Context: an optimization exercise on an open-source flow, tuned for small area and a short achievable clock period. The choices shown serve that exercise and are no tape-out recipe. Only simulation tests tie the RTL to the original design; equivalence was not proved. Power figures rest on the tool's default switching activity, not on a simulated workload.

==> module pipelined_regfile_3stage, before the edit <==
module pipelined_regfile_3stage(clk, rst, aluout,
	imem_addr, imem_rdata,
	dmem_raddr, dmem_rdata, dmem_wen, dmem_waddr, dmem_wdata);
input clk;
input rst;
output [15:0] imem_addr;
input  [15:0] imem_rdata;
output [15:0] dmem_raddr;
input  [15:0] dmem_rdata;
output dmem_wen;
output [15:0] dmem_waddr;
output [15:0] dmem_wdata;
output [15:0] aluout;
function [15:0] rev16(input [15:0] v);
	integer k;
	for (k = 0; k < 16; k = k + 1) rev16[k] = v[15-k];
endfunction
reg [15:0] pc;            
reg [15:0] ia;            
reg [15:0] a_E, b_E;
reg [3:0]  imm_E, wa_E;
reg [2:0]  op_E;
reg        v_E, we_E, ld_E, sw_E, br_E, ls_E;
reg [15:0] x_M, y_M, z_M;
reg [3:0]  wa_M;
reg        we_M, ld_M, sw_M, mul_M, srl_M;
reg [15:0] dm;            
reg [3:0]  wa_D;
reg        we_D, ld_D;
reg [15:0] alu_W, md_W;
reg [3:0]  wa_W;
reg        we_W, ld_W;
reg [15:0] rf [0:15];
wire [15:0] inst = imem_rdata;
wire [3:0] op = inst[15:12];
wire [3:0] rd = inst[11:8];
wire [3:0] rs = inst[7:4];
wire [3:0] rt = inst[3:0];
wire d_lw  = op == 4'h8;
wire d_sw  = op == 4'h9;
wire d_beq = op == 4'ha;
wire d_jr  = op == 4'hc;
wire d_jal = op == 4'hd;
wire d_jmp = (op == 4'hb) | d_jal;
wire d_we  = ~(d_sw | d_beq | (op == 4'hb) | d_jr | d_jal);
wire [2:0] d_aluop = (d_lw | d_sw) ? 3'd0 : d_beq ? 3'd1 : op[2:0];
wire d_sll = d_aluop == 3'd4;
wire d_srl = d_aluop == 3'd5;
wire [15:0] nextpc = pc + 16'd1;
wire [15:0] wbdata = ld_W ? md_W : alu_W;
wire [15:0] woh = (16'd1 << wa_W) & {16{we_W}};
wire [15:0] wen = d_jal ? {we_W, 15'd0} : woh;
wire [15:0] wd  = d_jal ? nextpc : wbdata;
wire [15:0] oh1 = 16'd1 << rs;
wire [15:0] oh2 = (d_sw | d_beq) ? (16'd1 << rd) : (16'd1 << rt);
wire [3:0]  ra2 = (d_sw | d_beq) ? rd : rt;
reg [15:0] vld;
wire [15:0] s1 = vld & oh1 & ~wen;
wire [15:0] s2 = vld & oh2 & ~wen;
reg [15:0] t1, t2;
integer i;
always @(*) begin
	t1 = {13'd0, oh1[1] && !vld[1] && !wen[1], 1'b0, oh1[1] && !vld[1] && !wen[1]};
	t2 = {13'd0, oh2[1] && !vld[1] && !wen[1], 1'b0, oh2[1] && !vld[1] && !wen[1]};
	for (i = 0; i < 16; i = i + 1) begin
		t1 = t1 | (rf[i] & {16{s1[i]}});
		t2 = t2 | (rf[i] & {16{s2[i]}});
	end
end
wire jb1 = we_W & d_jal & oh1[15];
wire jb2 = we_W & d_jal & oh2[15];
wire wb1 = we_W & ~d_jal & (wa_W == rs);
wire wb2 = we_W & ~d_jal & (wa_W == ra2);
wire [15:0] rdata1 = t1 | ({16{jb1}} & nextpc) | ({16{wb1}} & wbdata);
wire [15:0] rdata2 = t2 | ({16{jb2}} & nextpc) | ({16{wb2}} & wbdata);
integer k;
always @(posedge clk) begin
	for (k = 0; k < 16; k = k + 1)
		if (wen[k]) rf[k] <= wd;
	if (rst) vld <= 16'd0;
	else     vld <= vld | wen;
end
wire [15:0] shf = rt[3] ? 16'd0 : (16'd1 << rt[2:0]);
wire [15:0] immx_E = {{12{imm_E[3]}}, imm_E};
wire eq_E = a_E == b_E;
wire take = br_E & eq_E;
wire [15:0] btarget = ia + 16'd1 + immx_E;
wire sub_E = (op_E == 3'd1) | (op_E == 3'd6);
wire mul_E = (op_E == 3'd7) | (op_E == 3'd4) | (op_E == 3'd5);
wire [15:0] bb_E = (ls_E ? immx_E : b_E) ^ {16{sub_E}};
wire [16:0] as_E = {1'b0, a_E} + {1'b0, bb_E} + {16'd0, sub_E};
wire le_E = ~as_E[16] | eq_E;
wire [15:0] mx, my, mz;
mul16_csa MUL0(.a(a_E), .b(b_E), .x(mx), .y(my), .z(mz));
reg [15:0] res_E;
always @(*) begin
	case (op_E)
		3'd0, 3'd1: res_E = as_E[15:0];
		3'd2:       res_E = a_E & b_E;
		3'd3:       res_E = a_E ^ b_E;
		3'd6:       res_E = {15'd0, le_E};
		default:    res_E = mx;
	endcase
end
wire [15:0] pc_seq = d_jmp ? {nextpc[14:11], inst[11:0]} : take ? btarget : nextpc;
wire [15:0] pcin = d_jr ? rdata1 : pc_seq;
always @(posedge clk) begin
	if (rst) begin
		pc <= 16'd0;
		ia <= 16'd0;
	end else begin
		pc <= pcin;
		ia <= pc;
	end
end
assign imem_addr = ia;
wire [15:0] mem_sum = x_M + (mul_M ? y_M : 16'd0) + (mul_M ? z_M : 16'd0);
always @(posedge clk) begin
	a_E   <= d_srl ? rev16(rdata1) : rdata1;
	b_E   <= (d_sll | d_srl) ? shf : rdata2;
	imm_E <= rt;
	wa_E  <= rd;
	op_E  <= d_aluop;
	ld_E  <= d_lw;
	ls_E  <= d_lw | d_sw;
	y_M   <= mul_E ? my : b_E;
	z_M   <= mz;
	wa_M  <= wa_E;
	ld_M  <= ld_E;
	srl_M <= op_E == 3'd5;
	wa_D  <= wa_M;
	ld_D  <= ld_M;
	md_W  <= dmem_rdata;
	wa_W  <= wa_D;
	ld_W  <= ld_D;
	if (rst) begin
		v_E <= 1'b0; we_E <= 1'b0; sw_E <= 1'b0; br_E <= 1'b0;
		x_M <= 16'd0; we_M <= 1'b0; sw_M <= 1'b0; mul_M <= 1'b0;
		dm <= 16'd0; we_D <= 1'b0;
		alu_W <= 16'd0; we_W <= 1'b0;
	end else begin
		v_E <= 1'b1; we_E <= d_we; sw_E <= d_sw; br_E <= d_beq;
		x_M <= v_E ? res_E : 16'd0;
		we_M <= we_E; sw_M <= sw_E; mul_M <= v_E & mul_E;
		dm <= srl_M ? rev16(mem_sum) : mem_sum;
		we_D <= we_M;
		alu_W <= dm;
		we_W <= we_D;
	end
end
assign dmem_raddr = dm;
assign dmem_wen   = sw_M & ~rst;
assign dmem_waddr = x_M;
assign dmem_wdata = y_M;
assign aluout     = alu_W;
endmodule
==> flow/config.mk <==
export PLATFORM = sky130hd
export DESIGN_NAME = pipelined_regfile_3stage
export DESIGN_NICKNAME = pipelined_regfile_3stage
export VERILOG_FILES = /design/flow/design.v
export SDC_FILE = /design/flow/constraint.sdc
export NUM_CORES = 4
export LEC_CHECK = 0
export CAP_MARGIN = 20
export CORE_MARGIN = 2
export CORE_UTILIZATION = 40
export CTS_BUF_LIST = sky130_fd_sc_hd__clkbuf_16
export CTS_CLUSTER_DIAMETER = 100
export CTS_CLUSTER_SIZE = 20
export SETUP_SLACK_MARGIN = 4.5
export SLEW_MARGIN = 20
==> flow/constraint.sdc <==
create_clock -name core_clock -period 8.0 [get_ports {clk}]
set_input_delay 1.6000 -clock core_clock [delete_from_list [all_inputs] [get_ports {clk}]]
set_output_delay 1.6000 -clock core_clock [all_outputs]
set_load 0.01 [all_outputs]
standard.sh (not shown) runs the stock make flow with config.mk's settings and CLKGATE_MAP_FILE= SYNTH_SCRIPT=/design/flow/synth_recipe.tcl, a recipe that flattens the netlist after the stock synthesis.
==> flow/flow/run.sh <==
#!/bin/bash
# Standard layout, with plain buffers (instead of ORFS's default delay cell)
# on the input and output ports.
export BUFFER_PORTS_ARGS="-buffer_cell sky130_fd_sc_hd__buf_2"
bash standard.sh > standard.log 2>&1
The starting point ran to the end with no violations.
Change:
--- a/flow/design.v
+++ b/flow/design.v
@@ -364,30 +364,30 @@
 wire [15:0] wen = d_jal ? {we_W, 15'd0} : woh;
 wire [15:0] wd  = d_jal ? nextpc : wbdata;
 wire [15:0] oh1 = 16'd1 << rs;
 wire [15:0] oh2 = (d_sw | d_beq) ? (16'd1 << rd) : (16'd1 << rt);
 wire [3:0]  ra2 = (d_sw | d_beq) ? rd : rt;
 reg [15:0] vld;
-wire [15:0] s1 = vld & oh1 & ~wen;
-wire [15:0] s2 = vld & oh2 & ~wen;
+wire [15:0] s1 = vld & oh1;
+wire [15:0] s2 = vld & oh2;
 reg [15:0] t1, t2;
 integer i;
 always @(*) begin
-	t1 = {13'd0, oh1[1] && !vld[1] && !wen[1], 1'b0, oh1[1] && !vld[1] && !wen[1]};
-	t2 = {13'd0, oh2[1] && !vld[1] && !wen[1], 1'b0, oh2[1] && !vld[1] && !wen[1]};
+	t1 = {13'd0, oh1[1] && !vld[1], 1'b0, oh1[1] && !vld[1]};
+	t2 = {13'd0, oh2[1] && !vld[1], 1'b0, oh2[1] && !vld[1]};
 	for (i = 0; i < 16; i = i + 1) begin
 		t1 = t1 | (rf[i] & {16{s1[i]}});
 		t2 = t2 | (rf[i] & {16{s2[i]}});
 	end
 end
 wire jb1 = we_W & d_jal & oh1[15];
 wire jb2 = we_W & d_jal & oh2[15];
 wire wb1 = we_W & ~d_jal & (wa_W == rs);
 wire wb2 = we_W & ~d_jal & (wa_W == ra2);
-wire [15:0] rdata1 = t1 | ({16{jb1}} & nextpc) | ({16{wb1}} & wbdata);
-wire [15:0] rdata2 = t2 | ({16{jb2}} & nextpc) | ({16{wb2}} & wbdata);
+wire [15:0] rdata1 = jb1 ? nextpc : wb1 ? wbdata : t1;
+wire [15:0] rdata2 = jb2 ? nextpc : wb2 ? wbdata : t2;
 integer k;
 always @(posedge clk) begin
 	for (k = 0; k < 16; k = k + 1)
 		if (wen[k]) rf[k] <= wd;
 	if (rst) vld <= 16'd0;
 	else     vld <= vld | wen;
After rerunning: Power goes down by about 0.7%. Die area falls by about 0.8%. Routed wire length shrinks by about 8%. Non-clock buffer count is lower by 51. Worst hold slack got worse by 0.0061 ns. Critical path depth does not change. Via count shrinks by about 4%. Design area came out lower by 1.6%. Count of clock-buffer cells in the layout does not change. Synthesized area is lower by about 0.9%. Fmax decreases by 2.5%. Worst setup slack degrades by 0.089 ns. Final cell count drops by 1.4%.

-- static timing again, ports no longer ideal --
In the flow no input, the clock included, has a driving cell. The finished layouts below were timed again as built, in two steps.
Step 1 assumes that a clkbuf_16 drives the clock port and a buf_2 every other input.
Step 2 times the ports against the registers' clock, not the clock port: input delays grow and output delays shrink by t, the midpoint of the rising clock arrivals with the driver on.
Three values: ideal ports, drivers, drivers and shift; two values: the first two.
run	t (ns)	slack for setup (ns)	hold slack, ns	worst register clock-pin slew, ns	pins driven straight from the clock port
the first run	0.683	4.491 / 4.343 / 3.758	0.331 / 0.331 / 0.331	0.10 / 0.10	1
the second run	0.681	4.402 / 4.252 / 3.859	0.325 / 0.325 / 0.325	0.10 / 0.10	1
After both steps setup and hold are still met in every run listed. For the first run, which loses most, drivers alone change the setup slack by -0.148 ns; drivers and shift together by -0.733 ns.
